From an optimization exercise on the open Yosys and OpenROAD flow, aimed at small area; shortcuts taken in it are not production practice. At most, simulation tests tie the RTL to the original design; equivalence was not proved. The RTL of runs 1 and 2 was laid out without a check of its function. No activity file was given, so power comes from the tool's default toggle rates. The flow treats the clock pin as an ideal source, which a real chip does not have.

File: design/flow/design.v
module EBRController(input  logic clk,
                     input  logic reset,
                     input  logic w_enable,
                     input  logic r_enable,
                     input  logic get_buffer,
                     input  logic [63:0][5:0] y_in,
                     input  logic [4:0] addr,
                     output logic row_valid,
                     output logic [5:0] row_0_pos,
                     output logic [5:0] row_1_pos);
	logic st_clear, st_write;
	logic [63:0][5:0] w_pos, o_pos, d_pos;
	logic w_valid, o_valid, d_valid;
	always_ff @(posedge clk) begin
		if (reset) begin
			st_clear <= 1'b0;
			st_write <= 1'b0;
		end else begin
			st_clear <= ~st_clear & ~st_write & w_enable;
			st_write <= st_clear;
		end
	end
	always_ff @(posedge clk) begin
		if (st_clear) w_valid <= 1'b0;
		if (st_write) begin
			w_valid <= 1'b1;
			w_pos   <= y_in;
		end
	end
	always_ff @(posedge clk)
		if (~st_clear & ~st_write & get_buffer) begin
			o_valid <= w_valid;
			o_pos   <= w_pos;
		end
	logic [31:0] sel;
	logic [5:0] rd0, rd1;
	always_comb begin
		rd0 = '0;
		rd1 = '0;
		for (int k = 0; k < 32; k++) begin
			sel[k] = addr == k[4:0];
			rd0 = rd0 | ({6{sel[k]}} & d_pos[k]);
			rd1 = rd1 | ({6{sel[k]}} & d_pos[k+32]);
		end
	end
	always_ff @(posedge clk) begin
		if (r_enable) begin
			row_valid <= d_valid;
			row_0_pos <= rd0;
			row_1_pos <= rd1;
		end else if (get_buffer) begin
			d_valid <= o_valid;
			d_pos   <= o_pos;
		end
	end
endmodule
module DisplayController(input  logic clk,
                         input  logic reset,
                         input  logic row_valid,
                         input  logic [5:0] row_0_pos,
                         input  logic [5:0] row_1_pos,
                         output logic [4:0] current_addr,
                         output logic blank,
                         output logic latch,
                         output logic r0_out,
                         output logic r1_out,
                         output logic g0_out,
                         output logic g1_out,
                         output logic b0_out,
                         output logic b1_out,
                         output logic out_clk,
                         output logic read_en);
	localparam logic [3:0] S_R0 = 4'd0, S_R1 = 4'd1, S_R2 = 4'd2, S_ADDR = 4'd3,
	                       S_SHIFT0 = 4'd4, S_SHIFT = 4'd5, S_BLANK = 4'd6, S_LATCH = 4'd7,
	                       S_UNBLANK = 4'd8, S_WAIT = 4'd9, S_INC = 4'd10, S_CHECK = 4'd11,
	                       S_OVF = 4'd12, S_MWAIT = 4'd13;
	logic [3:0] state, next;
	logic [3:0] pwm_cnt;
	logic [5:0] count;
	logic first;	 
	always_comb
		case (state)
			S_R0:      next = S_R1;
			S_R1:      next = S_R2;
			S_R2:      next = S_ADDR;
			S_ADDR:    next = S_SHIFT0;
			S_SHIFT0:  next = S_SHIFT;
			S_SHIFT:   next = (count == 6'd63) ? S_BLANK : S_SHIFT;
			S_BLANK:   next = S_LATCH;
			S_LATCH:   next = S_UNBLANK;
			S_UNBLANK: next = S_WAIT;
			S_WAIT:    next = S_INC;
			S_INC:     next = S_CHECK;
			S_CHECK:   next = (pwm_cnt == 4'd0) ? S_OVF : S_SHIFT0;
			S_OVF:     next = S_MWAIT;
			S_MWAIT:   next = S_ADDR;
			default:   next = S_R0;
		endcase
	always_ff @(posedge clk) begin
		if (reset) begin
			state   <= S_R0;
			first   <= 1'b1;
			pwm_cnt <= '0;
			count   <= '0;
		end else begin
			state   <= next;
			if (state == S_OVF) first <= 1'b0;
			pwm_cnt <= pwm_cnt + (state == S_INC);
			count   <= count + (state == S_SHIFT);
		end
	end
	always_ff @(posedge clk) begin
		if (state == S_R0 || state == S_R1 || state == S_R2) current_addr <= '0;
		else if (state == S_ADDR && !first) current_addr <= current_addr + 5'd1;
	end
	assign latch   = state == S_LATCH;
	assign blank   = ~(state == S_UNBLANK || state == S_WAIT);
	assign out_clk = state == S_SHIFT;
	assign read_en = state == S_R1 ||
	                 (state == S_SHIFT && count == 6'd0 && pwm_cnt == 4'd0 && !first);
	logic hit0, hit1, r_on, g_on, b_on;
	assign hit0 = row_valid & (row_0_pos == count);
	assign hit1 = row_valid & (row_1_pos == count);
	assign r_on = pwm_cnt != 4'd15;
	assign g_on = pwm_cnt < 4'd14;
	assign b_on = pwm_cnt < 4'd5;
	assign r0_out = hit0 & r_on;
	assign r1_out = hit1 & r_on;
	assign g0_out = hit0 & g_on;
	assign g1_out = hit1 & g_on;
	assign b0_out = hit0 & b_on;
	assign b1_out = hit1 & b_on;
endmodule
module led_matrix_top(input  logic clk,
                      input  logic r,
                      input  logic w_enable,
                      input  logic get_buffer,
                      input  logic [383:0] y_in,
                      output logic r0_out,
                      output logic r1_out,
                      output logic g0_out,
                      output logic g1_out,
                      output logic b0_out,
                      output logic b1_out,
                      output logic latch,
                      output logic OE,
                      output logic sck,
                      output logic [4:0] addr);
	logic reset, read_en, row_valid;
	logic [5:0] row_0_pos, row_1_pos;
	assign reset = ~r;
	EBRController FrameBuffer(.clk(clk), .reset(reset), .w_enable(w_enable), .r_enable(read_en),
		.get_buffer(get_buffer), .y_in(y_in), .addr(addr),
		.row_valid(row_valid), .row_0_pos(row_0_pos), .row_1_pos(row_1_pos));
	DisplayController Display(.clk(clk), .reset(reset), .row_valid(row_valid),
		.row_0_pos(row_0_pos), .row_1_pos(row_1_pos), .current_addr(addr), .blank(OE),
		.latch(latch), .r0_out(r0_out), .r1_out(r1_out), .g0_out(g0_out), .g1_out(g1_out),
		.b0_out(b0_out), .b1_out(b1_out), .out_clk(sck), .read_en(read_en));
endmodule
File: design/flow/flow/run.sh
#!/bin/bash
# Standard ORFS layout with smaller port buffers and a clock tree built from
# larger sink clusters, without dummy loads.
set -euo pipefail
bash standard.sh \
  BUFFER_PORTS_ARGS="-buffer_cell sky130_fd_sc_hd__buf_1" \
  CTS_ARGS="-sink_clustering_enable -repair_clock_nets -dont_use_dummy_load -sink_clustering_size 30 -sink_clustering_max_diameter 60 -buf_list {sky130_fd_sc_hd__clkbuf_16}" \
  finish > flow.log 2>&1
File: design/flow/standard.sh
#!/bin/bash
# synth_recipe.tcl (not shown) runs the flow's synth.tcl, then flattens the netlist and writes it again
# the make line also repeats each setting of config.mk as NAME=value (left out here)
make -C /OpenROAD-flow-scripts/flow DESIGN_CONFIG=/design/flow/config.mk WORK_HOME=/design/flow/orfs CLKGATE_MAP_FILE= SYNTH_SCRIPT=/design/flow/synth_recipe.tcl "${@:-finish}"
File: design/flow/config.mk
export PLATFORM = sky130hd
export DESIGN_NAME = led_matrix_top
export DESIGN_NICKNAME = led_matrix_top
export VERILOG_FILES = /design/flow/design.v
export SDC_FILE = /design/flow/constraint.sdc
export NUM_CORES = 4
export LEC_CHECK = 0
export CAP_MARGIN = 20
export CORE_MARGIN = 2
export CORE_UTILIZATION = 70
export PLACE_DENSITY = 0.8
export SLEW_MARGIN = 20
File: design/flow/constraint.sdc
create_clock -name core_clock -period 10.0 [get_ports {clk}]
set_input_delay 2.0000 -clock core_clock [delete_from_list [all_inputs] [get_ports {clk}]]
set_output_delay 2.0000 -clock core_clock [all_outputs]
set_load 0.01 [all_outputs]
==> results of run 1 <==
-- registers in the layout, summed over array words and instances (netlist names) --
register / flops
Display.first: 1
FrameBuffer.w_pos: 384
FrameBuffer.row_0_pos: 6
Display.count: 6
FrameBuffer.o_valid: 1
FrameBuffer.d_valid: 1
FrameBuffer.st_write: 1
Display.state: 4
FrameBuffer.row_1_pos: 6
Display.current_addr: 5
FrameBuffer.d_pos: 384
FrameBuffer.o_pos: 384
FrameBuffer.row_valid: 1
FrameBuffer.w_valid: 1
FrameBuffer.st_clear: 1
Display.pwm_cnt: 4
-- layout make-up --
| type | instances | area, um^2 | share of cell area (%) |
|---|---|---|---|
| multi-input combinational | 446 | 3620 | 8.40 |
| timing repair buffer | 416 | 1690 | 3.93 |
| tap | 748 | 936 | 2.17 |
| inverter | 5 | 18.8 | 0.0436 |
| clock buffer | 52 | 1300 | 3.02 |
| sequential | 1190 | 35500 | 82.4 |
-- worst max path at each step --
stage,startpoint,end,slack (ns)
5_1_grt,Display.count[2],r0_out,5.58
6_report,Display.count[2],r1_out,5.71
3_5_place_dp,get_buffer,FrameBuffer.d_pos[61],5.57
4_1_cts,Display.count[2],r0_out,5.71
3_3_place_gp,get_buffer,FrameBuffer.d_pos[49],5.70
2_1_floorplan,FrameBuffer.st_write,FrameBuffer.o_pos[0],-21.57
-- routing by layer --
| layer | vias to the layer above | share of wire, % |
|---|---|---|
| li1 | 7673 | - |
| met2 | 914 | 52 |
| met1 | 8862 | 37 |
| met4 | 2 | 3.1 |
| met3 | 126 | 8.2 |
| met5 | - | 0.016 |
-- where the power goes --
| part | internal, mW | switching [mW] | total, mW | leakage [nW] |
|---|---|---|---|---|
| registers | 5.76 | 0.0851 | 5.85 | 11.2 |
| logic | 0.0684 | 0.178 | 0.247 | 1.64 |
| clock network | 0.930 | 1.34 | 2.27 | 0.641 |
| total | 6.76 | 1.61 | 8.37 | 13.5 |
-- kinds of logic (layout without fill, tap and decap cells) --
kind of cell | count (synthesis) | after routing | share of synthesized area (%)
compound gates | 176 | 176 | 3.47
simple gates | 180 | 180 | 2.59
buf+inv | 59 | 473 | 0.725
fa+ha+maj | 10 | 10 | 0.318
xor+xnor | 20 | 20 | 0.445
mux | 60 | 60 | 2.22
flops | 1190 | 1190 | 90.2
-- per-stage QoR --
stage          hold WS (ns)  util [%]  total power [mW]
2_1_floorplan         0.400         -              6.23
3_3_place_gp          0.400      75.4              6.17
3_5_place_dp          0.405      75.4              6.20
4_1_cts               0.380      77.8              8.39
5_1_grt               0.391      77.9              8.56
6_report              0.380      77.9              8.37
-- cell usage in the layout (no fill, tap or decap), types with 4 or more instances in the layout --
master,instances
a222oi_1,9
a32o_1,4
edfxtp_1,1167
a22o_1,24
nand2_1,31
a32oi_1,7
o22ai_1,5
mux2i_1,26
inv_1,5
a21oi_1,11
ha_1,8
nor2b_1,5
or3_1,9
a2bb2oi_1,8
nand2b_1,7
nand4_1,13
xnor2_1,10
dfxtp_1,19
nor3b_1,12
nor3_1,7
buf_1,401
mux2_2,6
xor2_1,10
nor2_1,16
buf_4,9
mux4_2,20
dfxtp_4,4
a31oi_1,12
a22oi_1,54
o21ai_0,8
buf_12,4
and2_1,17
mux2_1,7
o2111ai_1,20
clkbuf_16,52
nand3_1,37
==> results.cfg, run 1 <==
[timing]
setup_violations = 0
setup_slack_ns = 5.71
finalHoldViolations = 0
fin_worst_skew_ns = 0.0757
period_share_pct = 42.9
fin_setup_tns_ns = 0
clock.fmax_ghz = 0.233
maxSlewViolCount = 0
grt_setup_unrepaired = no
worst_slew_pin_slew_ns = 1.10
relSlewSlack_pct = 26.7
finalCriticalPeriod_ns = 4.29

[finish]
stdcell_area_um2 = 43100
stdcell_count = 2857
layout.nets = 2509
fill_cells = 2801
area_growth_pct = 9.49
drive_above_1_share_pct = 5.41
n_antenna_cell = 0

[floorplanning]
die-area_um2 = 58100
start_util_pct = 71.1
ios = 402
dieWidth_um = 241
core_area_um2 = 55300
placementRows = 86
die_y_um = 241

[route]
viasPerCell = 6.15
wl_per_cell_um = 26.8
wirelength_um = 76600
drt_iter0_markers = 2171
dr.pass1.iters = 5
antenna_left = 0
drc = 0
num_vias = 17600

[cts]
clk_latency_ns = 0.66
clock_sinks = 1190
clockBufferDepth = 3
cts_tree = done
cts_root_buf = clkbuf_16
cts_resized = 0
cts_hold_buf = 0
clk_pin_slew_ns = 0.10
cts_setup_buffers = 0
cts_buffers = 52
htreeDepth = 2

[critical_path]
cp_max_fo = 7
crit_family = simple AND/OR/NAND/NOR gates
r2r_slack_ns = 6.49
crit_required_ns = 8.00
cp_data_arrival_time_ns = 2.29
r2r-start = Display.current_addr[4]
critPathSlowestCell = or4_1
cp.depth = 5
reg2reg_depth = 6
r2r-end = FrameBuffer.row_1_pos[3]
crit_path_max_incr_delay_ns = 0.52
end_kind = primary output
worst_setup_path_start_kind = register
path_class = reg2out
cp_num_buf_inv = 1
path_cells = xnor2_1, nand4_1, or4_1, a21oi_1, buf_1

[global_route]
grt_pass1_vias = 17400
grt.met2_usage_pct = 45.4
grt-ovfl-total = 0
grt_pass1_wl_um = 109000
met3_usage_pct = 3.59
use_met1_pct = 37.2
antenna_found_initial = 2
grt.busiest_layer = met2
grtUsageTotal_pct = 26.8
grt_start_max_net_pins = 211

[placement]
io_buffers = 401
dp_cells = 2803
dp_hpwl_um = 49700
gp_congestion = 0.818
placed_cell_area_um2 = 41700
dpl_worst_slack_ns = 5.57

[min_path]
holdPathStages = 0
hold_path_end = FrameBuffer.o_pos[128]
hp-class = reg2reg
worstHoldStart = FrameBuffer.w_pos[128]

[yosys]
yosysMostFrequentCell = edfxtp_1
syn_inst = 1695
ys_top_cells_by_count = 1167 x edfxtp_1, 54 x a22oi_1, 37 x nand3_1, 31 x nand2_1, 30 x clkbuf_1
ys_seq_area_share_pct = 90.2
synth_top_flop_cell = edfxtp_1
synth_seq_cells = 1190
yosysWarnings = 2
synth_top_cell_by_area = edfxtp_1
syn_avg_cell_area_um2 = 23.2
synth_edf_count = 1167
synth.top_cell.area_share_pct = 89.1
syn_area_um2 = 39300
async_flop_share_pct = 0
ys_types = 57
synth.area.top_cells = edfxtp_1 89%, dfxtp_1 1.2%, mux4_2 1.1%

[power_and_ir_drop]
p_leak_nw = 13.5
powerDensity_nw_per_um2 = 194
irDropWorstVdd_v = 0.000186

[run]
drv_cap = 0

[outcome]
status = no timing/DRC/antenna violations
==> run 2: changes to the inputs <==
==> design/flow/flow/run.sh (replaced) <==
#!/bin/bash
# Standard ORFS layout with smaller port buffers and a clock tree built from
# larger sink clusters, without dummy loads.
set -euo pipefail
bash standard.sh \
  BUFFER_PORTS_ARGS="-buffer_cell sky130_fd_sc_hd__buf_1" \
  CTS_ARGS="-sink_clustering_enable -repair_clock_nets -dont_use_dummy_load -sink_clustering_size 36 -sink_clustering_max_diameter 50 -buf_list {sky130_fd_sc_hd__clkbuf_16}" \
  finish > flow.log 2>&1
==> run 2 against run 1 <==
Largest cell class unchanged. Area after synthesis is the same. Sequential power is essentially flat. Register-to-register slack lost 0.02 ns. Largest power group unchanged. Still clean on timing, DRC and antenna. Maximum frequency up 0.77%.
==> results.cfg, run 2 <==
[yosys]
async_flop_share_pct = 0
synth_top_cell_by_area = edfxtp_1
syn_avg_cell_area_um2 = 23.2
synth_top_flop_cell = edfxtp_1
synth.top_cell.area_share_pct = 89.1
synth.area.top_cells = edfxtp_1 89%, dfxtp_1 1.2%, mux4_2 1.1%
synth_seq_cells = 1190
synth_edf_count = 1167
yosysMostFrequentCell = edfxtp_1
yosysWarnings = 2
syn_area_um2 = 39300
ys_types = 57
syn_inst = 1695
ys_top_cells_by_count = 1167 x edfxtp_1, 54 x a22oi_1, 37 x nand3_1, 31 x nand2_1, 30 x clkbuf_1
ys_seq_area_share_pct = 90.2

[global_route]
antenna_found_initial = 4
grt-ovfl-total = 0
grt_pass1_wl_um = 112000
grt_start_max_net_pins = 211
grtUsageTotal_pct = 27.7
grt_pass1_vias = 17700

[cts]
cts_setup_buffers = 0
clock_sinks = 1190
cts_tree = done
htreeDepth = 3
clk_latency_ns = 0.65
clk_pin_slew_ns = 0.09
cts_resized = 0
cts_root_buf = clkbuf_16
cts_buffers = 75
clockBufferDepth = 3
cts_hold_buf = 0

[floorplanning]
die_y_um = 241
die-area_um2 = 58100
dieWidth_um = 241
placementRows = 86
ios = 402
start_util_pct = 71.1
core_area_um2 = 55300

[critical_path]
path_cells = xnor2_1, nand4_1, or4_1, a21oi_1, buf_1
worst_setup_path_start_kind = register
reg2reg_depth = 6
r2r-start = Display.current_addr[3]
crit_required_ns = 8.00
crit_path_max_incr_delay_ns = 0.52
crit_family = simple AND/OR/NAND/NOR gates
r2r-end = FrameBuffer.row_1_pos[3]
r2r_slack_ns = 6.47
cp_data_arrival_time_ns = 2.26
cp_num_buf_inv = 1
cp_max_fo = 7
critPathSlowestCell = or4_1
path_class = reg2out
crit_start = Display.count[2]
end_kind = primary output

[route]
wl_per_cell_um = 27.7
drc = 0
wirelength_um = 79700
wl_met3_um = 6930
dr.pass1.iters = 5
wl_met1_um = 28600
top_layer = met5
antenna_left = 0
viasPerCell = 6.20
drt_iter0_markers = 2222
num_vias = 17900
met2_length_um = 41100

[power_and_ir_drop]
netSwitchingFraction_pct = 19.3
power_mw = 8.88
irDropWorstVdd_v = 0.000204
powerDensity_nw_per_um2 = 203
p_switching_mw = 1.72
comb_power_share_pct = 2.8
p_leak_nw = 13.8
p_seq_share_pct = 65.9
clkPwrFrac_pct = 31.3
internal_power_mw = 7.16

[min_path]
hp-class = reg2reg
hold_path_end = FrameBuffer.o_pos[350]
holdPathStages = 0
worstHoldStart = FrameBuffer.w_pos[350]

[timing]
worst_slew_pin_slew_ns = 1.15
finalHoldViolations = 0
grt_setup_unrepaired = no
maxSlewViolCount = 0
finalCriticalPeriod_ns = 4.26
fin_worst_skew_ns = 0.0798
setup_violations = 0
clock.fmax_ghz = 0.235
period_share_pct = 42.6
relSlewSlack_pct = 23.4
fin_setup_tns_ns = 0

[finish]
area_growth_pct = 11.0
final_common_cell = edfxtp_1
top_regs = FrameBuffer.d_pos: 384 flops, FrameBuffer.o_pos: 384 flops, FrameBuffer.w_pos: 384 flops
drive_above_1_share_pct = 6.43
mostFrequentLayoutCells = 1167 x edfxtp_1, 401 x buf_1, 75 x clkbuf_16
layout.nets = 2532

[outcome]
status = no timing/DRC/antenna violations

[placement]
io_buffers = 401
dp_hpwl_um = 49700
gp_congestion = 0.818

[run]
drv_cap = 0
run 2: cell counts after synthesis:
Identical to the previous run, type by type.
run 2: logic make-up (layout without fill, tap and decap cells):
group,after synthesis,after routing,share of synthesized area (%)
AOI/OAI and AO/OA,176,176,3.47
xor gates and xnor gates,20,20,0.445
adders and majority gates,10,10,0.318
buffers and inverters,59,496,0.725
DFF,1190,1190,90.2
muxes,60,60,2.22
other,0,1,0
and+or+nand+nor,180,180,2.59
run 2: area by class of cell:
| cell class | instances | area [um^2] |
|---|---|---|
| sequential | 1190 | 35500 |
| inverter | 5 | 18.8 |
| multi-input combinational | 446 | 3620 |
| clock buffer | 75 | 1880 |
| tap | 748 | 936 |
| timing repair buffer | 416 | 1690 |
| antenna | 1 | 2.50 |
| fill | 2709 | 11600 |
run 2: layer usage:
layer  vias up  global-route usage [%]
li1       7719                       -
met1      8915                    37.7
met2      1054                    46.5
met3       166                    4.68
met4         2                    9.86
met5         -                       0
run 2: worst max path at each step:
stage                             to  cells after the start
2_1_floorplan   FrameBuffer.o_pos[0]                      1
3_3_place_gp   FrameBuffer.d_pos[49]                      3
3_5_place_dp   FrameBuffer.d_pos[61]                      3
4_1_cts                       r0_out                      5
5_1_grt                       r0_out                      5
6_report                      r1_out                      5
run 2: per-stage QoR:
step           instance area, um^2  utilization (%)  cells  worst slack [ns]  hold WS [ns]
2_1_floorplan                39400                -   1695            -21.57         0.400
3_3_place_gp                 41700             75.4   2803              5.70         0.400
3_5_place_dp                 41700             75.4   2803              5.57         0.405
4_1_cts                      43600             78.8   2878              5.75         0.389
5_1_grt                      43700             78.9   2880              5.62         0.396
6_report                     43700             78.9   2881              5.74         0.386
run 2: worst register-to-register path: stages, from the launching register on:
cell and delay (ns):
dfxtp_4 0.56, buf_4 0.79, nor2b_1 0.36, nand2_1 0.56
a2bb2oi_1 0.34, nand4_1 0.28, or3_1 0.39
run 2: power groups by stage:
stage	clock network, mW	registers, mW	logic [mW]
final	2.78	5.85	0.248
after detailed placement	0	5.96	0.243
after global placement	0	5.94	0.233
after CTS	2.80	5.86	0.245
after global routing	2.95	5.87	0.269
after floorplan	0	6.12	0.107
==> run 3: changes to the inputs <==
--- a/design/flow/design.v
+++ b/design/flow/design.v
@@ -34,15 +34,9 @@
 		end
 	logic [31:0] sel;
 	logic [5:0] rd0, rd1;
-	always_comb begin
-		rd0 = '0;
-		rd1 = '0;
-		for (int k = 0; k < 32; k++) begin
-			sel[k] = addr == k[4:0];
-			rd0 = rd0 | ({6{sel[k]}} & d_pos[k]);
-			rd1 = rd1 | ({6{sel[k]}} & d_pos[k+32]);
-		end
-	end
+	RowDecode Dec(.addr(addr), .sel(sel));
+	RowSelect Sel0(.sel(sel), .rows(d_pos[31:0]), .row(rd0));
+	RowSelect Sel1(.sel(sel), .rows(d_pos[63:32]), .row(rd1));
 	always_ff @(posedge clk) begin
 		if (r_enable) begin
 			row_valid <= d_valid;
@@ -52,6 +46,16 @@
 			d_valid <= o_valid;
 			d_pos   <= o_pos;
 		end
+	end
+endmodule
+module RowDecode(input logic [4:0] addr, output logic [31:0] sel);
+	always_comb
+		for (int k = 0; k < 32; k++) sel[k] = addr == k[4:0];
+endmodule
+module RowSelect(input logic [31:0] sel, input logic [31:0][5:0] rows, output logic [5:0] row);
+	always_comb begin
+		row = '0;
+		for (int k = 0; k < 32; k++) row = row | ({6{sel[k]}} & rows[k]);
 	end
 endmodule
 module DisplayController(input  logic clk,
==> design/flow/flow/run.sh (replaced) <==
#!/bin/bash
# Standard ORFS layout with smaller port buffers and a clock tree built from
# larger sink clusters, without dummy loads.
set -euo pipefail
bash standard.sh \
  BUFFER_PORTS_ARGS="-buffer_cell sky130_fd_sc_hd__buf_1" \
  CTS_ARGS="-sink_clustering_enable -repair_clock_nets -dont_use_dummy_load -sink_clustering_size 34 -sink_clustering_max_diameter 70 -buf_list {sky130_fd_sc_hd__clkbuf_16}" \
  finish > flow.log 2>&1
--- a/design/flow/config.mk
+++ b/design/flow/config.mk
@@ -7,6 +7,8 @@
 export LEC_CHECK = 0
 export CAP_MARGIN = 20
 export CORE_MARGIN = 2
-export CORE_UTILIZATION = 70
-export PLACE_DENSITY = 0.8
+export CORE_UTILIZATION = 80
+export PLACE_DENSITY = 0.88
 export SLEW_MARGIN = 20
+export SYNTH_HIERARCHICAL = 1
+export SYNTH_MINIMUM_KEEP_SIZE = 0
==> run 3 against run 2 <==
Still clean. Via count up 4.5%. Clock skew is 0.034 ns lower. Cell area decreased by 3.2%. Power shrank 6.1%. Critical endpoint is now r0_out. Largest power group unchanged. Highest routed layer unchanged.
==> results.cfg, run 3 <==
[outcome]
status = no timing/DRC/antenna violations

[floorplanning]
placementRows = 80
die-area_um2 = 49800
ios = 402
dieWidth_um = 223
die_y_um = 223
core_area_um2 = 47500
start_util_pct = 80.8

[yosys]
syn_area_um2 = 38400
async_flop_share_pct = 0
synth_edf_count = 1167
synth.top_cell.area_share_pct = 91.2
yosysMostFrequentCell = edfxtp_1
syn_inst = 1621
synth_seq_cells = 1190
ys_top_cells_by_count = 1167 x edfxtp_1, 190 x a22oi_1, 51 x nand4_1, 42 x nor2_1, 23 x dfxtp_1
synth_top_cell_by_area = edfxtp_1
syn_avg_cell_area_um2 = 23.7
ys_types = 44
synth_top_flop_cell = edfxtp_1
ys_seq_area_share_pct = 92.4
synth.area.top_cells = edfxtp_1 91%, a22oi_1 3.7%, dfxtp_1 1.2%
yosysWarnings = 10

[cts]
cts_tree = done
cts_resized = 0
clockBufferDepth = 3
htreeDepth = 2
clk_latency_ns = 0.65
cts_setup_buffers = 0
cts_buffers = 47
clock_sinks = 1190
cts_hold_buf = 0
cts_root_buf = clkbuf_16
clk_pin_slew_ns = 0.12

[min_path]
holdPathStages = 0
worstHoldStart = FrameBuffer.w_pos[207]
hold_path_end = FrameBuffer.o_pos[207]
hp-class = reg2reg

[critical_path]
crit_family = simple AND/OR/NAND/NOR gates
path_cells = xnor2_1, nand4_1, nor3_1, buf_1
r2r_slack_ns = 6.70
reg2reg_depth = 7
worst_setup_path_start_kind = register
path_class = reg2out
cp_data_arrival_time_ns = 2.24
cp_max_fo = 6
r2r-start = Display.state[3]
cp_num_buf_inv = 1
critPathSlowestCell = dfxtp_1
crit_path_max_incr_delay_ns = 0.54
crit_required_ns = 8.00
end_kind = primary output
r2r-end = FrameBuffer.d_pos[167]

[finish]
final_common_cell = edfxtp_1
mostFrequentLayoutCells = 1167 x edfxtp_1, 401 x buf_1, 190 x a22oi_1
area_growth_pct = 9.99
fin_util_pct = 88.9
stdcell_count = 2717
fill_cells = 1499
stdcell_area_um2 = 42200
top_regs = FrameBuffer.d_pos: 384 flops, FrameBuffer.o_pos: 384 flops, FrameBuffer.w_pos: 384 flops
drive_above_1_share_pct = 5.06
layout.nets = 2489

[timing]
maxSlewViolCount = 0
setup_violations = 0
worst_slew_pin_slew_ns = 1.12
fin_setup_tns_ns = 0
period_share_pct = 42.4
finalHoldViolations = 0
clock.fmax_ghz = 0.236
relSlewSlack_pct = 25.0
finalCriticalPeriod_ns = 4.24
grt_setup_unrepaired = no
fin_worst_skew_ns = 0.0456

[global_route]
antenna_found_initial = 14
grtUsageTotal_pct = 36.1
grt-ovfl-total = 0
grt_start_max_net_pins = 212
grt_pass1_vias = 18700
grt_pass1_wl_um = 124000

[power_and_ir_drop]
p_switching_mw = 1.66
p_seq_share_pct = 70.4
powerDensity_nw_per_um2 = 197
irDropWorstVdd_v = 0.000247
netSwitchingFraction_pct = 19.9
comb_power_share_pct = 3.0
p_leak_nw = 13.2
clkPwrFrac_pct = 26.6
internal_power_mw = 6.68

[route]
wl_per_cell_um = 32.3
wirelength_um = 87800
dr.pass1.iters = 8
antenna_left = 0
drt_iter0_markers = 3185
viasPerCell = 6.87
drc = 0
num_vias = 18700

[placement]
io_buffers = 401
placed_cell_area_um2 = 41000
gp_congestion = 0.828
dp_hpwl_um = 52600
dp_cells = 2661

[run]
drv_cap = 0
[run 3: cell count changes after synthesis, moves of 12 or more]
cell and change:
and2_1 -16, nor3b_1 -13, mux2i_1 -25, a22o_1 -24
nor2_1 +26, nand4_1 +38, nand3_1 -28, nand2_1 -21
or4_1 +12, a31oi_1 -12, a22oi_1 +136, o2111ai_1 -20
mux4_2 -20, clkbuf_1 -23
[run 3: per-module statistics from Yosys (local to each module, per instance)]
| module | area, um^2 | flops+latches |
|---|---|---|
| led_matrix_top | 3.75 | 0 |
| RowSelect | 921 | 0 |
| DisplayController | 1200 | 20 |
| EBRController | 35100 | 1170 |
| RowDecode | 221 | 0 |
[run 3: final cells by class]
class | instances | area (um^2) | share of cell area, %
multi-input cells | 407 | 2830 | 6.70
diodes | 7 | 17.5 | 0.0415
repair buffers | 442 | 1910 | 4.53
clock buffers | 47 | 1180 | 2.78
flip-flops and latches | 1190 | 35500 | 84.0
inverters | 9 | 33.8 | 0.0800
well taps | 615 | 769 | 1.82
[run 3: worst register-to-register path: stages, from the launching register on]
cell and delay (ns):
dfxtp_1 0.56, inv_1 0.17, nand2_1 0.16, a211oi_2 0.06
buf_4 0.23, nor2b_4 0.20, buf_6 0.69, buf_6 0.77
[run 3: power by group through the flow]
stage               Combinational [mW]  Sequential [mW]  Clock, mW
finish                           0.247             5.87       2.22
CTS                              0.239             5.88       2.20
global placement                 0.221             5.95          0
detailed placement               0.234             5.98          0
floorplan                       0.0968             6.14          0
global route                     0.265             5.89       2.33
[run 3: worst max path at each step]
stage | start | to | slack (ns) | depth (start not counted)
finish | Display.count[2] | r0_out | 5.76 | 4
floorplan | FrameBuffer.st_write | FrameBuffer.o_pos[0] | -21.58 | 1
detailed placement | get_buffer | FrameBuffer.d_pos[297] | 5.32 | 4
CTS | Display.count[2] | r0_out | 5.86 | 4
global placement | get_buffer | FrameBuffer.d_pos[243] | 5.47 | 4
global route | Display.count[2] | r0_out | 5.69 | 4
[run 3: layer usage]
| metal | wire (um) | global-route usage (%) | up-vias | share of wire [%] |
|---|---|---|---|---|
| li1 | - | - | 7606 | - |
| met1 | 28200 | 45.8 | 9237 | 32 |
| met2 | 45000 | 60.6 | 1526 | 51 |
| met3 | 9690 | 8.57 | 272 | 11 |
| met4 | 4840 | 16.5 | 14 | 5.5 |
| met5 | 92 | 0 | - | 0.10 |
[run 3: stage by stage]
step | power (mW) | worst slack, ns | hold WS, ns
finish | 8.34 | 5.76 | 0.390
global route | 8.49 | 5.69 | 0.396
CTS | 8.31 | 5.86 | 0.396
detailed placement | 6.21 | 5.32 | 0.405
global placement | 6.17 | 5.47 | 0.400
floorplan | 6.24 | -21.58 | 0.400
[run 3: cells by family (layout without fill, tap and decap cells)]
group / after synthesis / after routing / synth area share (%)
multiplexers: 3 / 3 / 0.0847
flip-flops: 1190 / 1190 / 92.4
XOR/XNOR: 16 / 16 / 0.365
other: 0 / 7 / 0
buffers and inverters: 24 / 498 / 0.264
AO/OA/AOI/OAI: 217 / 217 / 4.20
AND/OR/NAND/NOR: 167 / 167 / 2.52
adder cells (fa/ha/maj): 4 / 4 / 0.130
==> run 4: changes to the inputs <==
==> design/flow/flow/run.sh (replaced) <==
#!/bin/bash
# Standard ORFS layout with smaller port buffers and a clock tree built from
# larger sink clusters, without dummy loads.
set -euo pipefail
bash standard.sh \
  BUFFER_PORTS_ARGS="-buffer_cell sky130_fd_sc_hd__buf_1" \
  CTS_ARGS="-sink_clustering_enable -repair_clock_nets -dont_use_dummy_load -sink_clustering_size 30 -sink_clustering_max_diameter 60 -buf_list {sky130_fd_sc_hd__clkbuf_16}" \
  finish > flow.log 2>&1
==> design/flow/config.mk (replaced) <==
export PLATFORM = sky130hd
export DESIGN_NAME = led_matrix_top
export DESIGN_NICKNAME = led_matrix_top
export VERILOG_FILES = /design/flow/design.v
export SDC_FILE = /design/flow/constraint.sdc
export NUM_CORES = 4
export LEC_CHECK = 0
export CAP_MARGIN = 0
export CORE_MARGIN = 2
export CORE_UTILIZATION = 70
export PLACE_DENSITY = 0.8
export SLEW_MARGIN = 0
export SYNTH_HIERARCHICAL = 1
export SYNTH_MINIMUM_KEEP_SIZE = 0
==> run 4 against run 3 <==
Still clean on timing, DRC and antenna. Core utilization down 10 points. Global-route usage down 9.5 points. Clock-buffer cell count up 5. Clock power about the same. Final cell count up 3.1%. Register-to-register slack worse by 0.33 ns. First-iteration DRC count down 41%. Maximum frequency up 5.4%. Combinational power down 8%. Synthesized cell count unchanged. Power down 0.21%.
==> results.cfg, run 4 <==
[outcome]
status = no timing/DRC/antenna violations

[critical_path]
reg2reg_depth = 7
worst_setup_path_start_kind = input port
path_class = in2reg
cp_data_arrival_time_ns = 4.23
r2r-end = FrameBuffer.d_pos[212]
cp_max_fo = 220
crit_required_ns = 10.20
r2r_slack_ns = 6.37
r2r-start = Display.state[3]
end_kind = register
crit_path_end = FrameBuffer.d_pos[212]
crit_start = get_buffer

[global_route]
grt.busiest_layer = met2
antenna_found_initial = 3
grt-ovfl-total = 0
grt_pass1_wl_um = 107000
use_met1_pct = 36.7
grtUsageTotal_pct = 26.6
grt_pass1_vias = 17300
met3_usage_pct = 4.48
grt.met2_usage_pct = 44.4
grt_start_max_net_pins = 221

[finish]
fill_cells = 2664
drive_above_1_share_pct = 5.28
stdcell_area_um2 = 42400
stdcell_count = 2801
top_regs = FrameBuffer.d_pos: 384 flops, FrameBuffer.o_pos: 384 flops, FrameBuffer.w_pos: 384 flops
layout.nets = 2495
fin_util_pct = 78.5
final_common_cell = edfxtp_1
mostFrequentLayoutCells = 1167 x edfxtp_1, 401 x buf_1, 190 x a22oi_1
area_growth_pct = 10.4

[cts]
clk_latency_ns = 0.63
cts_buffers = 52
htreeDepth = 2
clockBufferDepth = 3
clk_pin_slew_ns = 0.10
clock_sinks = 1190
cts_hold_buf = 0
cts_setup_buffers = 0
cts_resized = 0
cts_root_buf = clkbuf_16
cts_tree = done

[floorplanning]
die_y_um = 238
die-area_um2 = 56800
start_util_pct = 71.1
dieWidth_um = 238
core_area_um2 = 54000
ios = 402
placementRows = 85

[route]
wirelength_um = 74200
dr.pass1.iters = 5
wl_per_cell_um = 26.5
num_vias = 17200
drc = 0
drt_iter0_markers = 1893
viasPerCell = 6.14
antenna_left = 0

[yosys]
synth_seq_cells = 1190
yosysMostFrequentCell = edfxtp_1
synth.area.top_cells = edfxtp_1 91%, a22oi_1 3.7%, dfxtp_1 1.2%
synth_top_flop_cell = edfxtp_1
ys_top_cells_by_count = 1167 x edfxtp_1, 190 x a22oi_1, 51 x nand4_1, 42 x nor2_1, 23 x dfxtp_1
synth.top_cell.area_share_pct = 91.2
ys_types = 44
syn_avg_cell_area_um2 = 23.7
async_flop_share_pct = 0
yosysWarnings = 10
synth_edf_count = 1167
syn_inst = 1621
syn_area_um2 = 38400
synth_top_cell_by_area = edfxtp_1
ys_seq_area_share_pct = 92.4

[power_and_ir_drop]
power_mw = 8.32
irDropWorstVdd_v = 0.000209
p_leak_nw = 13.3
powerDensity_nw_per_um2 = 196

[timing]
fin_setup_tns_ns = 0
maxSlewViolCount = 0
grt_setup_unrepaired = no
relSlewSlack_pct = 14.0
setup_slack_ns = 5.98
fin_hold_ws_ns = 0.357
setup_violations = 0
worst_slew_pin_slew_ns = 1.29
fin_worst_skew_ns = 0.0624
finalHoldViolations = 0
finalCriticalPeriod_ns = 4.02
period_share_pct = 40.2
clock.fmax_ghz = 0.248

[placement]
io_buffers = 401
dp_hpwl_um = 49800
dp_cells = 2745
gp_congestion = 0.862
placed_cell_area_um2 = 41100
dpl_worst_slack_ns = 5.32

[min_path]
hp-class = reg2reg

[run]
drv_cap = 0
==> run 4: cell counts after synthesis <==
Identical to the previous run, type by type.
==> run 4: where the power goes <==
part / internal, mW / switching, mW / total (mW)
sequential: 5.77 / 0.0827 / 5.86
clock: 0.930 / 1.31 / 2.24
combinational: 0.0525 / 0.175 / 0.228
total: 6.76 / 1.57 / 8.32
==> run 4: how the worst min path moves through the flow <==
| stage | start | end | cells after the start |
|---|---|---|---|
| 6_report | FrameBuffer.w_pos[297] | FrameBuffer.o_pos[297] | 0 |
| 5_1_grt | FrameBuffer.w_pos[303] | FrameBuffer.o_pos[303] | 0 |
| 4_1_cts | FrameBuffer.w_pos[297] | FrameBuffer.o_pos[297] | 0 |
| 3_5_place_dp | FrameBuffer.o_pos[112] | FrameBuffer.d_pos[112] | 0 |
| 3_3_place_gp | FrameBuffer.o_pos[247] | FrameBuffer.d_pos[247] | 0 |
| 2_1_floorplan | FrameBuffer.o_pos[0] | FrameBuffer.d_pos[0] | 0 |
==> run 4: modules after synthesis (local to each module, per instance) <==
module	cell area, um^2	cells inside	copies in the design	flip-flops and latches
EBRController	35100	1176	1	1170
DisplayController	1200	145	1	20
RowSelect	921	126	2	0
RowDecode	221	47	1	0
led_matrix_top	3.75	1	1	0
==> run 4: metal layers <==
| layer | vias up | part of all wire [%] |
|---|---|---|
| met3 | 135 | 8.2 |
| met4 | 4 | 3.4 |
| met2 | 819 | 51 |
| met1 | 8628 | 38 |
| li1 | 7615 | - |
| met5 | - | 0.040 |
==> run 4: critical path: stages <==
cell and delay (ns):
buf_1 0.10, nor2b_4 0.34, buf_4 0.76, buf_12 0.72
==> run 4: final cells by class <==
| cell class | count | area, um^2 | share of cell area, % |
|---|---|---|---|
| inverters | 9 | 33.8 | 0.0797 |
| well taps | 696 | 871 | 2.05 |
| diodes | 4 | 10.0 | 0.0236 |
| repair buffers | 443 | 1850 | 4.35 |
| clock buffers | 52 | 1300 | 3.07 |
| multi-input cells | 407 | 2830 | 6.67 |
| flip-flops and latches | 1190 | 35500 | 83.8 |
==> run 4: cell families (layout without fill, tap and decap cells) <==
kind of cell,Yosys count,after routing,share of synthesized area [%]
simple gates,167,167,2.52
flops,1190,1190,92.4
xor+xnor,16,16,0.365
compound gates,217,217,4.20
other cells,0,4,0
fa+ha+maj,4,4,0.130
mux,3,3,0.0847
buf+inv,24,504,0.264
==> run 5: changes to the inputs <==
--- a/design/flow/config.mk
+++ b/design/flow/config.mk
@@ -5,10 +5,10 @@
 export SDC_FILE = /design/flow/constraint.sdc
 export NUM_CORES = 4
 export LEC_CHECK = 0
-export CAP_MARGIN = 0
+export CAP_MARGIN = 20
 export CORE_MARGIN = 2
 export CORE_UTILIZATION = 70
 export PLACE_DENSITY = 0.8
-export SLEW_MARGIN = 0
+export SLEW_MARGIN = 20
 export SYNTH_HIERARCHICAL = 1
 export SYNTH_MINIMUM_KEEP_SIZE = 0
==> run 5 against run 4 <==
Still clean. Register-to-register slack got worse by 0.11 ns. Critical path depth increased by 1. First-iteration DRC count is 7.2% higher. Maximum frequency fell by 2.3%. Clock skew is 0.0022 ns higher. Sequential share of layout area is 0.18 points lower. Die area stayed put. Non-clock buffer count rose by 3. Setup slack lost 0.096 ns. Via count is essentially flat. Critical path type unchanged. Highest routed layer unchanged.
==> results.cfg, run 5 <==
[outcome]
status = no timing/DRC/antenna violations

[floorplanning]
ios = 402
core_area_um2 = 54000
dieWidth_um = 238
start_util_pct = 71.1
die-area_um2 = 56800
die_y_um = 238
placementRows = 85

[power_and_ir_drop]
p_leak_nw = 13.3
clkPwrFrac_pct = 26.9
power_mw = 8.33
netSwitchingFraction_pct = 18.9
irDropWorstVdd_v = 0.000209
comb_power_share_pct = 2.8
powerDensity_nw_per_um2 = 196
p_switching_mw = 1.57
p_seq_share_pct = 70.3
internal_power_mw = 6.76

[cts]
clock_sinks = 1190
clk_latency_ns = 0.63
clockBufferDepth = 3
cts_buffers = 52
htreeDepth = 2
cts_hold_buf = 0
cts_setup_buffers = 0
cts_root_buf = clkbuf_16
cts_resized = 0
cts_tree = done
clk_pin_slew_ns = 0.10

[min_path]
holdPathStages = 0
hp-class = reg2reg
worstHoldStart = FrameBuffer.w_pos[297]
hold_path_end = FrameBuffer.o_pos[297]

[critical_path]
r2r-start = Display.state[3]
crit_required_ns = 10.22
r2r_slack_ns = 6.26
crit_start = get_buffer
reg2reg_depth = 8
path_class = in2reg
end_kind = register
cp_data_arrival_time_ns = 4.34
worst_setup_path_start_kind = input port
cp_max_fo = 136
r2r-end = FrameBuffer.d_pos[212]

[timing]
fin_setup_tns_ns = 0
finalCriticalPeriod_ns = 4.12
period_share_pct = 41.2
grt_setup_unrepaired = no
maxSlewViolCount = 0
worst_slew_pin_slew_ns = 1.11
setup_violations = 0
clock.fmax_ghz = 0.243
relSlewSlack_pct = 26.2
fin_worst_skew_ns = 0.0647
finalHoldViolations = 0

[yosys]
synth_top_flop_cell = edfxtp_1
synth_top_cell_by_area = edfxtp_1
synth.top_cell.area_share_pct = 91.2
syn_area_um2 = 38400
synth_seq_cells = 1190
syn_avg_cell_area_um2 = 23.7
syn_inst = 1621
ys_seq_area_share_pct = 92.4
async_flop_share_pct = 0
ys_top_cells_by_count = 1167 x edfxtp_1, 190 x a22oi_1, 51 x nand4_1, 42 x nor2_1, 23 x dfxtp_1
synth.area.top_cells = edfxtp_1 91%, a22oi_1 3.7%, dfxtp_1 1.2%
yosysWarnings = 10
ys_types = 44
yosysMostFrequentCell = edfxtp_1
synth_edf_count = 1167

[finish]
top_regs = FrameBuffer.d_pos: 384 flops, FrameBuffer.o_pos: 384 flops, FrameBuffer.w_pos: 384 flops
multi_input_area_um2 = 2830
layout.nets = 2498
drive_above_1_share_pct = 5.42
mostFrequentLayoutCells = 1167 x edfxtp_1, 401 x buf_1, 190 x a22oi_1
area_growth_pct = 10.6
fill_cells = 2661
ff_latch_area_um2 = 35500
final_common_cell = edfxtp_1

[global_route]
grt_pass1_vias = 17300
grt.busiest_layer = met2
grt_start_max_net_pins = 221
use_met1_pct = 36.7
grt-ovfl-total = 0
grt.met2_usage_pct = 44.4
antenna_found_initial = 3
met3_usage_pct = 4.48
grt_pass1_wl_um = 107000
grtUsageTotal_pct = 26.6

[route]
viasPerCell = 6.14
drt_iter0_markers = 2029
wirelength_um = 74300
num_vias = 17200
antenna_left = 0
dr.pass1.iters = 5
wl_per_cell_um = 26.5
drc = 0

[placement]
gp_congestion = 0.862
io_buffers = 401
dp_hpwl_um = 49800

[run]
drv_cap = 0
-- run 5: power groups by stage --
stage                     sequential, mW  combinational (mW)  clock, mW
after global routing                5.88               0.256       2.42
after CTS                           5.86               0.231       2.27
after global placement              5.95               0.220          0
final                               5.85               0.233       2.24
after detailed placement            5.97               0.229          0
after floorplan                     6.14              0.0968          0
-- run 5: how the worst max path moves through the flow --
stage | end | slack, ns | depth (start not counted)
floorplan | FrameBuffer.o_pos[0] | -21.58 | 1
global placement | FrameBuffer.o_pos[257] | 5.44 | 4
detailed placement | FrameBuffer.o_pos[59] | 5.32 | 4
CTS | FrameBuffer.o_pos[275] | 5.93 | 4
global route | FrameBuffer.d_pos[382] | 5.69 | 5
finish | FrameBuffer.d_pos[212] | 5.88 | 5
-- run 5: kinds of logic (layout without fill, tap and decap cells) --
kind of cell	count (synthesis)	after routing	synth area share (%)
other cells	0	5	0
mux	3	3	0.0847
fa+ha+maj	4	4	0.130
simple gates	167	167	2.52
xor+xnor	16	16	0.365
buf+inv	24	507	0.264
flops	1190	1190	92.4
compound gates	217	217	4.20
-- run 5: metrics by stage --
step / worst slack [ns] / cells / hold slack, ns / cell area, um^2 / utilization, %
floorplan: -21.58 / 1621 / 0.400 / 38400 / -
global placement: 5.44 / 2745 / 0.401 / 41100 / 76.0
detailed placement: 5.32 / 2745 / 0.405 / 41100 / 76.0
CTS: 5.93 / 2797 / 0.363 / 42400 / 78.5
global route: 5.69 / 2801 / 0.367 / 42500 / 78.6
finish: 5.88 / 2805 / 0.356 / 42500 / 78.6
-- run 5: modules after synthesis, one instance, submodules excluded --
module,area (um^2),copies in the design,cells
EBRController,35100,1,1176
DisplayController,1200,1,145
RowSelect,921,2,126
RowDecode,221,1,47
led_matrix_top,3.75,1,1
-- run 5: critical path, cell delays in order --
cell	delay (ns)
buf_1	0.09
nor2b_4	0.36
buf_4	0.76
buf_12	0.43
buf_16	0.49
-- run 5: cell type report --
class | instances | share of cell area, %
multi-input cells | 407 | 6.66
inverters | 9 | 0.0795
clock buffers | 52 | 3.06
well taps | 696 | 2.05
repair buffers | 446 | 4.55
diodes | 5 | 0.0294
flip-flops and latches | 1190 | 83.6
-- run 5: per-layer routing --
layer	vias to the layer above	share of wire (%)
met5	-	0.040
met4	4	3.6
met3	140	8.3
met2	831	51
met1	8613	37
li1	7624	-
==> run 6: changes to the inputs <==
--- a/design/flow/design.v
+++ b/design/flow/design.v
@@ -74,66 +74,45 @@
                          output logic b1_out,
                          output logic out_clk,
                          output logic read_en);
-	localparam logic [3:0] S_R0 = 4'd0, S_R1 = 4'd1, S_R2 = 4'd2, S_ADDR = 4'd3,
-	                       S_SHIFT0 = 4'd4, S_SHIFT = 4'd5, S_BLANK = 4'd6, S_LATCH = 4'd7,
-	                       S_UNBLANK = 4'd8, S_WAIT = 4'd9, S_INC = 4'd10, S_CHECK = 4'd11,
-	                       S_OVF = 4'd12, S_MWAIT = 4'd13;
-	logic [3:0] state, next;
+	logic [6:0] t;
 	logic [3:0] pwm_cnt;
-	logic [5:0] count;
 	logic first;	 
-	always_comb
-		case (state)
-			S_R0:      next = S_R1;
-			S_R1:      next = S_R2;
-			S_R2:      next = S_ADDR;
-			S_ADDR:    next = S_SHIFT0;
-			S_SHIFT0:  next = S_SHIFT;
-			S_SHIFT:   next = (count == 6'd63) ? S_BLANK : S_SHIFT;
-			S_BLANK:   next = S_LATCH;
-			S_LATCH:   next = S_UNBLANK;
-			S_UNBLANK: next = S_WAIT;
-			S_WAIT:    next = S_INC;
-			S_INC:     next = S_CHECK;
-			S_CHECK:   next = (pwm_cnt == 4'd0) ? S_OVF : S_SHIFT0;
-			S_OVF:     next = S_MWAIT;
-			S_MWAIT:   next = S_ADDR;
-			default:   next = S_R0;
-		endcase
 	always_ff @(posedge clk) begin
 		if (reset) begin
-			state   <= S_R0;
+			t       <= 7'd59;
 			first   <= 1'b1;
 			pwm_cnt <= '0;
-			count   <= '0;
 		end else begin
-			state   <= next;
-			if (state == S_OVF) first <= 1'b0;
-			pwm_cnt <= pwm_cnt + (state == S_INC);
-			count   <= count + (state == S_SHIFT);
+			if (t == 7'd5) t <= (pwm_cnt == 4'd0) ? 7'd60 : 7'd63;
+			else           t <= t + 7'd1;
+			if (t == 7'd5) first <= 1'b0;
+			pwm_cnt <= pwm_cnt + (t == 7'd4);
 		end
 	end
 	always_ff @(posedge clk) begin
-		if (state == S_R0 || state == S_R1 || state == S_R2) current_addr <= '0;
-		else if (state == S_ADDR && !first) current_addr <= current_addr + 5'd1;
+		if (first && (t == 7'd59 || t == 7'd60 || t == 7'd61)) current_addr <= '0;
+		else if (t == 7'd62 && !first) current_addr <= current_addr + 5'd1;
 	end
-	assign latch   = state == S_LATCH;
-	assign blank   = ~(state == S_UNBLANK || state == S_WAIT);
-	assign out_clk = state == S_SHIFT;
-	assign read_en = state == S_R1 ||
-	                 (state == S_SHIFT && count == 6'd0 && pwm_cnt == 4'd0 && !first);
+	assign latch   = t == 7'd1;
+	assign blank   = ~(t == 7'd2 || t == 7'd3);
+	assign out_clk = t[6];
+	assign read_en = (t == 7'd60 && first) || (t == 7'd64 && pwm_cnt == 4'd0 && !first);
+	PixelColour Colour(.row_valid(row_valid), .row_0_pos(row_0_pos), .row_1_pos(row_1_pos),
+		.count(t[5:0] & {6{t[6]}}), .pwm_cnt(pwm_cnt), .rgb({r0_out, r1_out, g0_out, g1_out, b0_out, b1_out}));
+endmodule
+module PixelColour(input  logic row_valid,
+                   input  logic [5:0] row_0_pos,
+                   input  logic [5:0] row_1_pos,
+                   input  logic [5:0] count,
+                   input  logic [3:0] pwm_cnt,
+                   output logic [5:0] rgb);
 	logic hit0, hit1, r_on, g_on, b_on;
 	assign hit0 = row_valid & (row_0_pos == count);
 	assign hit1 = row_valid & (row_1_pos == count);
 	assign r_on = pwm_cnt != 4'd15;
 	assign g_on = pwm_cnt < 4'd14;
 	assign b_on = pwm_cnt < 4'd5;
-	assign r0_out = hit0 & r_on;
-	assign r1_out = hit1 & r_on;
-	assign g0_out = hit0 & g_on;
-	assign g1_out = hit1 & g_on;
-	assign b0_out = hit0 & b_on;
-	assign b1_out = hit1 & b_on;
+	assign rgb = {hit0 & r_on, hit1 & r_on, hit0 & g_on, hit1 & g_on, hit0 & b_on, hit1 & b_on};
 endmodule
 module led_matrix_top(input  logic clk,
                       input  logic r,
--- a/design/flow/config.mk
+++ b/design/flow/config.mk
@@ -5,10 +5,10 @@
 export SDC_FILE = /design/flow/constraint.sdc
 export NUM_CORES = 4
 export LEC_CHECK = 0
-export CAP_MARGIN = 20
+export CAP_MARGIN = 0
 export CORE_MARGIN = 2
 export CORE_UTILIZATION = 70
 export PLACE_DENSITY = 0.8
-export SLEW_MARGIN = 20
+export SLEW_MARGIN = 0
 export SYNTH_HIERARCHICAL = 1
 export SYNTH_MINIMUM_KEEP_SIZE = 0
==> run 6 against run 5 <==
Maximum frequency is 7.7% lower. Hold slack better by 0.014 ns. Non-clock buffer count down 7. First-iteration DRC count down 10%. Critical path type is now reg2out. Highest routed layer unchanged.
==> results.cfg, run 6 <==
[global_route]
antenna_found_initial = 12
grt_pass1_wl_um = 108000
grt-ovfl-total = 0
grtUsageTotal_pct = 27.2
grt_start_max_net_pins = 195
grt_pass1_vias = 17300

[critical_path]
r2r-start = Display.t[2]
worst_setup_path_start_kind = register
r2r_slack_ns = 6.47
crit_required_ns = 8.00
crit_path_end = g0_out
r2r-end = FrameBuffer.d_pos[47]
end_kind = primary output
crit_start = Display.t[6]
reg2reg_depth = 6
cp_max_fo = 13
path_class = reg2out
cp_data_arrival_time_ns = 2.46

[yosys]
yosysWarnings = 10
syn_avg_cell_area_um2 = 23.8
ys_top_cells_by_count = 1167 x edfxtp_1, 190 x a22oi_1, 51 x nand4_1, 41 x nor2_1, 20 x dfxtp_1
synth.top_cell.area_share_pct = 91.4
yosysMostFrequentCell = edfxtp_1
synth_seq_cells = 1187
syn_inst = 1608
syn_area_um2 = 38300
synth.area.top_cells = edfxtp_1 91%, a22oi_1 3.7%, dfxtp_1 1.0%
ys_seq_area_share_pct = 92.5
ys_types = 42
async_flop_share_pct = 0
synth_top_flop_cell = edfxtp_1
synth_top_cell_by_area = edfxtp_1
synth_edf_count = 1167

[placement]
io_buffers = 401
gp_congestion = 0.865
dp_hpwl_um = 49300
dpl_worst_slack_ns = 5.48

[finish]
drive_above_1_share_pct = 5.07
mostFrequentLayoutCells = 1167 x edfxtp_1, 401 x buf_1, 190 x a22oi_1
area_growth_pct = 10.4
final_common_cell = edfxtp_1
layout.nets = 2486
top_regs = FrameBuffer.d_pos: 384 flops, FrameBuffer.o_pos: 384 flops, FrameBuffer.w_pos: 384 flops

[timing]
worst_slew_pin_slew_ns = 1.28
maxSlewViolCount = 0
period_share_pct = 44.6
clock.fmax_ghz = 0.224
finalCriticalPeriod_ns = 4.46
setup_violations = 0
setup_slack_ns = 5.54
fin_worst_skew_ns = 0.0635
finalHoldViolations = 0
grt_setup_unrepaired = no
relSlewSlack_pct = 14.5

[power_and_ir_drop]
netSwitchingFraction_pct = 19.0
powerDensity_nw_per_um2 = 195
comb_power_share_pct = 2.7
irDropWorstVdd_v = 0.000201
internal_power_mw = 6.70
p_seq_share_pct = 70.3
p_switching_mw = 1.57
p_leak_nw = 13.3
clkPwrFrac_pct = 27.0
power_mw = 8.27

[floorplanning]
die-area_um2 = 56600
dieWidth_um = 238
die_y_um = 238
start_util_pct = 70.9
core_area_um2 = 54000
placementRows = 85
ios = 402

[run]
drv_cap = 0

[cts]
cts_buffers = 51
clk_latency_ns = 0.64
cts_root_buf = clkbuf_16
htreeDepth = 2
cts_resized = 0
cts_hold_buf = 0
clockBufferDepth = 3
clk_pin_slew_ns = 0.11
clock_sinks = 1187
cts_setup_buffers = 0
cts_tree = done

[route]
drc = 0
wl_per_cell_um = 27.0
viasPerCell = 6.13
dr.pass1.iters = 7
wirelength_um = 75500
antenna_left = 0
drt_iter0_markers = 1816
num_vias = 17100

[min_path]
hp-class = reg2reg

[outcome]
status = no timing/DRC/antenna violations
run 6: changes by cell type after synthesis, sizes merged, moves of 3 or more:
| cell | previous run | this run |
|---|---|---|
| and2 | 1 | 6 |
| buf | 7 | 3 |
| dfxtp | 23 | 20 |
| ha | 4 | 7 |
| nand2 | 10 | 6 |
| nor2b | 7 | 3 |
| nor4 | 4 | 1 |
run 6: final cells by class:
class	instances	area [um^2]
fill	2621	11700
inverter	8	30.0
timing repair buffer	439	1840
clock buffer	51	1280
sequential	1187	35400
multi-input combinational	404	2820
tap	696	871
antenna	7	17.5
run 6: critical path, cell delays in order, from the launching register on:
cell and delay [ns]:
dfxtp_1 0.55, inv_1 0.15, nor2_1 0.25, xnor2_1 0.15, nand4_1 0.25, nor3_1 0.30
buf_1 0.19
run 6: kinds of logic (layout without fill, tap and decap cells):
group	Yosys count	count (layout)	share of synthesized area, %
flip-flops	1187	1187	92.5
adder cells (fa/ha/maj)	7	7	0.228
buffers and inverters	17	498	0.225
AND/OR/NAND/NOR	166	166	2.54
AO/OA/AOI/OAI	215	215	4.17
XOR/XNOR	16	16	0.366
other	0	7	0
run 6: worst min-delay path by stage:
stage / start / endpoint / slack, ns / cells after the start
3_5_place_dp: FrameBuffer.o_pos[100] / FrameBuffer.d_pos[100] / 0.40 / 0
5_1_grt: FrameBuffer.w_pos[102] / FrameBuffer.o_pos[102] / 0.38 / 0
2_1_floorplan: FrameBuffer.o_pos[0] / FrameBuffer.d_pos[0] / 0.40 / 0
6_report: FrameBuffer.w_pos[102] / FrameBuffer.o_pos[102] / 0.37 / 0
4_1_cts: FrameBuffer.w_pos[102] / FrameBuffer.o_pos[102] / 0.38 / 0
3_3_place_gp: FrameBuffer.o_pos[315] / FrameBuffer.d_pos[315] / 0.40 / 0
run 6: stage by stage:
stage	std cells	TNS, ns	util (%)	cell area (um^2)	hold slack, ns
floorplan	1608	-8307.04	-	38300	0.400
global placement	2734	0	75.9	41000	0.400
detailed placement	2734	0	75.9	41000	0.405
CTS	2785	0	78.3	42300	0.377
global route	2785	0	78.3	42300	0.383
finish	2792	0	78.3	42300	0.370
run 6: power by group through the flow:
| stage | sequential [mW] | combinational (mW) | clock (mW) |
|---|---|---|---|
| detailed placement | 5.92 | 0.221 | 0 |
| floorplan | 6.03 | 0.0986 | 0 |
| finish | 5.81 | 0.220 | 2.24 |
| CTS | 5.81 | 0.222 | 2.25 |
| global placement | 5.90 | 0.210 | 0 |
| global route | 5.83 | 0.242 | 2.40 |
run 6: per-layer routing:
layer  vias to the layer above  share of wire [%]  routed length, um  track usage, %
met5                         -              0.068                 51               0
met3                       118                8.8               6680            5.09
met1                      8589                 36              27300            35.9
met2                       831                 52              39400            46.9
li1                       7582                  -                  -               -
met4                         8                2.8               2080            8.43
run 6: Yosys stat by module, one instance, submodules excluded:
module	cells inside	cell area, um^2	times used
DisplayController	106	935	1
led_matrix_top	1	3.75	1
RowSelect	126	921	2
RowDecode	47	221	1
PixelColour	26	181	1
EBRController	1176	35100	1
==> run 7: changes to the inputs <==
--- a/design/flow/design.v
+++ b/design/flow/design.v
@@ -52,10 +52,23 @@
 	always_comb
 		for (int k = 0; k < 32; k++) sel[k] = addr == k[4:0];
 endmodule
+module SelectAOI3(input logic [2:0] sel, input logic [2:0] d, output logic y_n);
+	assign y_n = ~|(sel & d);
+endmodule
 module RowSelect(input logic [31:0] sel, input logic [31:0][5:0] rows, output logic [5:0] row);
-	always_comb begin
-		row = '0;
-		for (int k = 0; k < 32; k++) row = row | ({6{sel[k]}} & rows[k]);
+	logic [32:0] sel_x;
+	logic [5:0][32:0] d_x;
+	logic [5:0][10:0] part_n;
+	assign sel_x = {1'b0, sel};
+	for (genvar b = 0; b < 6; b++) begin : g_bit
+		for (genvar k = 0; k < 33; k++) begin : g_row
+			if (k < 32) assign d_x[b][k] = rows[k][b];
+			else        assign d_x[b][k] = 1'b0;
+		end
+		for (genvar g = 0; g < 11; g++) begin : g_grp
+			SelectAOI3 Aoi(.sel(sel_x[3*g +: 3]), .d(d_x[b][3*g +: 3]), .y_n(part_n[b][g]));
+		end
+		assign row[b] = ~&part_n[b];
 	end
 endmodule
 module DisplayController(input  logic clk,
--- a/design/flow/config.mk
+++ b/design/flow/config.mk
@@ -5,10 +5,12 @@
 export SDC_FILE = /design/flow/constraint.sdc
 export NUM_CORES = 4
 export LEC_CHECK = 0
-export CAP_MARGIN = 0
+export CAP_MARGIN = 20
 export CORE_MARGIN = 2
 export CORE_UTILIZATION = 70
+export GPL_ROUTABILITY_DRIVEN = 0
+export GPL_TIMING_DRIVEN = 0
 export PLACE_DENSITY = 0.8
-export SLEW_MARGIN = 0
+export SLEW_MARGIN = 20
 export SYNTH_HIERARCHICAL = 1
 export SYNTH_MINIMUM_KEEP_SIZE = 0
==> run 7 against run 6 <==
Global-route usage fell by 0.56 points. Combinational power rose by 28%. Sequential share of layout area fell by 1.3 points. Setup slack got worse by 0.19 ns.
==> results.cfg, run 7 <==
[timing]
clock.fmax_ghz = 0.215
period_share_pct = 46.5
worst_slew_pin_slew_ns = 1.11
finalHoldViolations = 0
maxSlewViolCount = 0
setup_slack_ns = 5.35
finalCriticalPeriod_ns = 4.65
fin_hold_ws_ns = 0.383
relSlewSlack_pct = 26.0
setup_violations = 0
grt_setup_unrepaired = no
fin_worst_skew_ns = 0.0393

[cts]
clk_pin_slew_ns = 0.10
clk_latency_ns = 0.63
cts_resized = 0
cts_root_buf = clkbuf_16
htreeDepth = 2
cts_tree = done
clockBufferDepth = 3
cts_setup_buffers = 0
cts_hold_buf = 0
clock_sinks = 1187
cts_buffers = 51

[power_and_ir_drop]
internal_power_mw = 6.73
powerDensity_nw_per_um2 = 193
netSwitchingFraction_pct = 18.8
power_mw = 8.29
p_switching_mw = 1.56
irDropWorstVdd_v = 0.000211
comb_power_share_pct = 3.4
p_leak_nw = 13.7
clkPwrFrac_pct = 26.8
p_seq_share_pct = 69.8

[route]
drc = 0
viasPerCell = 6.16
dr.pass1.iters = 8
antenna_left = 0
num_vias = 17200
wirelength_um = 74300
wl_per_cell_um = 26.5
drt_iter0_markers = 2271

[yosys]
ys_types = 42
synth_top_flop_cell = edfxtp_1
synth_seq_cells = 1187
syn_inst = 1538
synth.area.top_cells = edfxtp_1 92%, a222oi_1 3.5%, dfxtp_1 1.1%
yosysWarnings = 9
synth.top_cell.area_share_pct = 92.0
syn_area_um2 = 38100
yosysMostFrequentCell = edfxtp_1
synth_edf_count = 1167
ys_seq_area_share_pct = 93.0
syn_avg_cell_area_um2 = 24.8
ys_top_cells_by_count = 1167 x edfxtp_1, 132 x a222oi_1, 41 x nor2_1, 27 x nand4_1, 21 x nand3_1
async_flop_share_pct = 0
synth_top_cell_by_area = edfxtp_1

[global_route]
grt-ovfl-total = 0
grt_start_max_net_pins = 69
grt_pass1_vias = 17200
grt_pass1_wl_um = 107000
antenna_found_initial = 16
grtUsageTotal_pct = 26.6

[min_path]
holdPathStages = 0
hold_path_end = FrameBuffer.o_pos[350]
hp-class = reg2reg
worstHoldStart = FrameBuffer.w_pos[350]

[critical_path]
cp_data_arrival_time_ns = 2.65
cp.depth = 7
cp_max_fo = 10
worst_setup_path_start_kind = register
r2r-start = Display.current_addr[2]
r2r-end = FrameBuffer.row_0_pos[1]
path_cells = clkbuf_1, inv_1, nor2_1, xnor2_1, nand3_1, nor3_1, buf_1
r2r_slack_ns = 6.46
crit_family = buffers and inverters
critPathSlowestCell = dfxtp_1
cp_num_buf_inv = 3
crit_required_ns = 8.00
reg2reg_depth = 6
crit_path_max_incr_delay_ns = 0.39
end_kind = primary output
path_class = reg2out

[finish]
area_growth_pct = 12.8
layout.nets = 2483
mostFrequentLayoutCells = 1167 x edfxtp_1, 401 x buf_1, 132 x a222oi_1
top_regs = FrameBuffer.d_pos: 384 flops, FrameBuffer.o_pos: 384 flops, FrameBuffer.w_pos: 384 flops
drive_above_1_share_pct = 7.96
fin_util_pct = 79.8
stdcell_area_um2 = 43000
final_common_cell = edfxtp_1

[floorplanning]
ios = 402
die-area_um2 = 56300
placementRows = 85
core_area_um2 = 53800
dieWidth_um = 237
start_util_pct = 70.8
die_y_um = 237

[placement]
dp_hpwl_um = 52800
placed_cell_area_um2 = 41600
dpl_worst_slack_ns = 5.28
io_buffers = 401

[outcome]
status = no timing/DRC/antenna violations

[run]
drv_cap = 0
## run 7: routing by layer
| layer | routed length, um | up-vias | track usage, % |
|---|---|---|---|
| li1 | - | 7595 | - |
| met1 | 27800 | 8565 | 37.0 |
| met2 | 37300 | 942 | 43.8 |
| met3 | 6710 | 134 | 4.51 |
| met4 | 2450 | 2 | 9.62 |
| met5 | 19 | - | 0 |
## run 7: cell families (layout without fill, tap and decap cells)
logic type,Yosys count,in the layout,synth area share [%]
compound gates,155,155,3.86
xor+xnor,16,16,0.368
fa+ha+maj,7,7,0.230
buf+inv,17,543,0.227
flops,1187,1187,93.0
other cells,2,41,0.0197
simple gates,154,154,2.28
## run 7: cell type report
cell class,count,area [um^2]
Antenna cell,17,42.5
Buffer,9,56.3
Clock buffer,51,1280
Fill cell,2586,10800
Inverter,8,30.0
Multi-Input combinational cell,356,2730
Sequential cell,1187,35400
Tap cell,696,871
Timing Repair Buffer,475,2510
## run 7: power groups by stage
stage / registers, mW / clock network (mW) / logic (mW)
global route: 5.81 / 2.39 / 0.308
floorplan: 6.03 / 0 / 0.104
global placement: 6.13 / 0 / 0.199
CTS: 5.79 / 2.25 / 0.283
detailed placement: 5.91 / 0 / 0.282
finish: 5.79 / 2.22 / 0.281
## run 7: how the worst max path moves through the flow
stage | from | endpoint | slack (ns)
6_report | Display.t[6] | g0_out | 5.35
5_1_grt | Display.t[6] | r1_out | 5.17
4_1_cts | Display.t[6] | r1_out | 5.35
3_5_place_dp | get_buffer | FrameBuffer.o_pos[48] | 5.28
3_3_place_gp | FrameBuffer.st_write | FrameBuffer.o_pos[356] | -32.37
2_1_floorplan | FrameBuffer.st_write | FrameBuffer.o_pos[0] | -21.58
## run 7: Yosys stat by module, one instance, submodules excluded
module / flip-flops and latches / cells inside / times used / cell area [um^2]
SelectAOI3: 0 / 1 / 132 / 10.0
PixelColour: 0 / 26 / 1 / 181
DisplayController: 17 / 106 / 1 / 935
RowSelect: 0 / 25 / 2 / 146
EBRController: 1170 / 1176 / 1 / 35100
RowDecode: 0 / 47 / 1 / 221
led_matrix_top: 0 / 1 / 1 / 3.75
## run 7: stage by stage
stage	setup TNS, ns	instances
final	0	2799
after global routing	0	2795
after floorplan	-8307.04	1560
after CTS	0	2782
after detailed placement	0	2731
after global placement	-	2657
## run 7: worst reg2reg max path: cells and delay by family (launching register included)
| family | cells | cell delay [ns] |
|---|---|---|
| simple gates | 4 | 1.49 |
| compound gates | 1 | 0.91 |
| flops | 1 | 0.50 |
| buf+inv | 1 | 0.37 |

static timing again, ports no longer ideal:
How much do the figures lean on ideal ports? The routed layouts below were timed once more, with nothing changed but the port constraints. Step 1 assumes that a clkbuf_16 drives the clock port and a buf_2 every other input. Step 2 times the ports against the registers' clock, not the clock port: input delays grow and output delays shrink by t, the midpoint of the rising clock arrivals with the driver on. a / b / c = ideal / step 1 / step 2; a / b = the first two.
| run | t, ns | setup slack, ns | worst hold slack (ns) | worst setup path at the end | worst slew at a driven data input, ns |
|---|---|---|---|---|---|
| run 1 | 0.679 | 5.712 / 5.649 / 5.989 | 0.380 / 0.380 / 0.380 | input to register | 0.10 |
| run 2 | 0.675 | 5.745 / 5.679 / 5.938 | 0.386 / 0.386 / 0.386 | input to register | 0.11 |
| run 3 | 0.695 | 5.758 / 5.695 / 5.456 | 0.390 / 0.390 / 0.390 | input to register | 0.13 |
| run 4 | 0.655 | 5.976 / 5.953 / 5.299 | 0.357 / 0.357 / 0.357 | input to register | 0.09 |
| run 5 | 0.655 | 5.880 / 5.861 / 5.205 | 0.356 / 0.356 / 0.356 | input to register | 0.09 |
| run 6 | 0.677 | 5.537 / 5.476 / 5.181 | 0.370 / 0.370 / 0.370 | input to register | 0.10 |
| run 7 | 0.665 | 5.347 / 5.287 / 5.226 | 0.383 / 0.383 / 0.383 | input to register | 0.10 |
After both steps setup and hold are still met in every run listed. The setup slack of run 4, which loses most, moves by -0.023 ns with the drivers and by -0.677 ns with both steps.
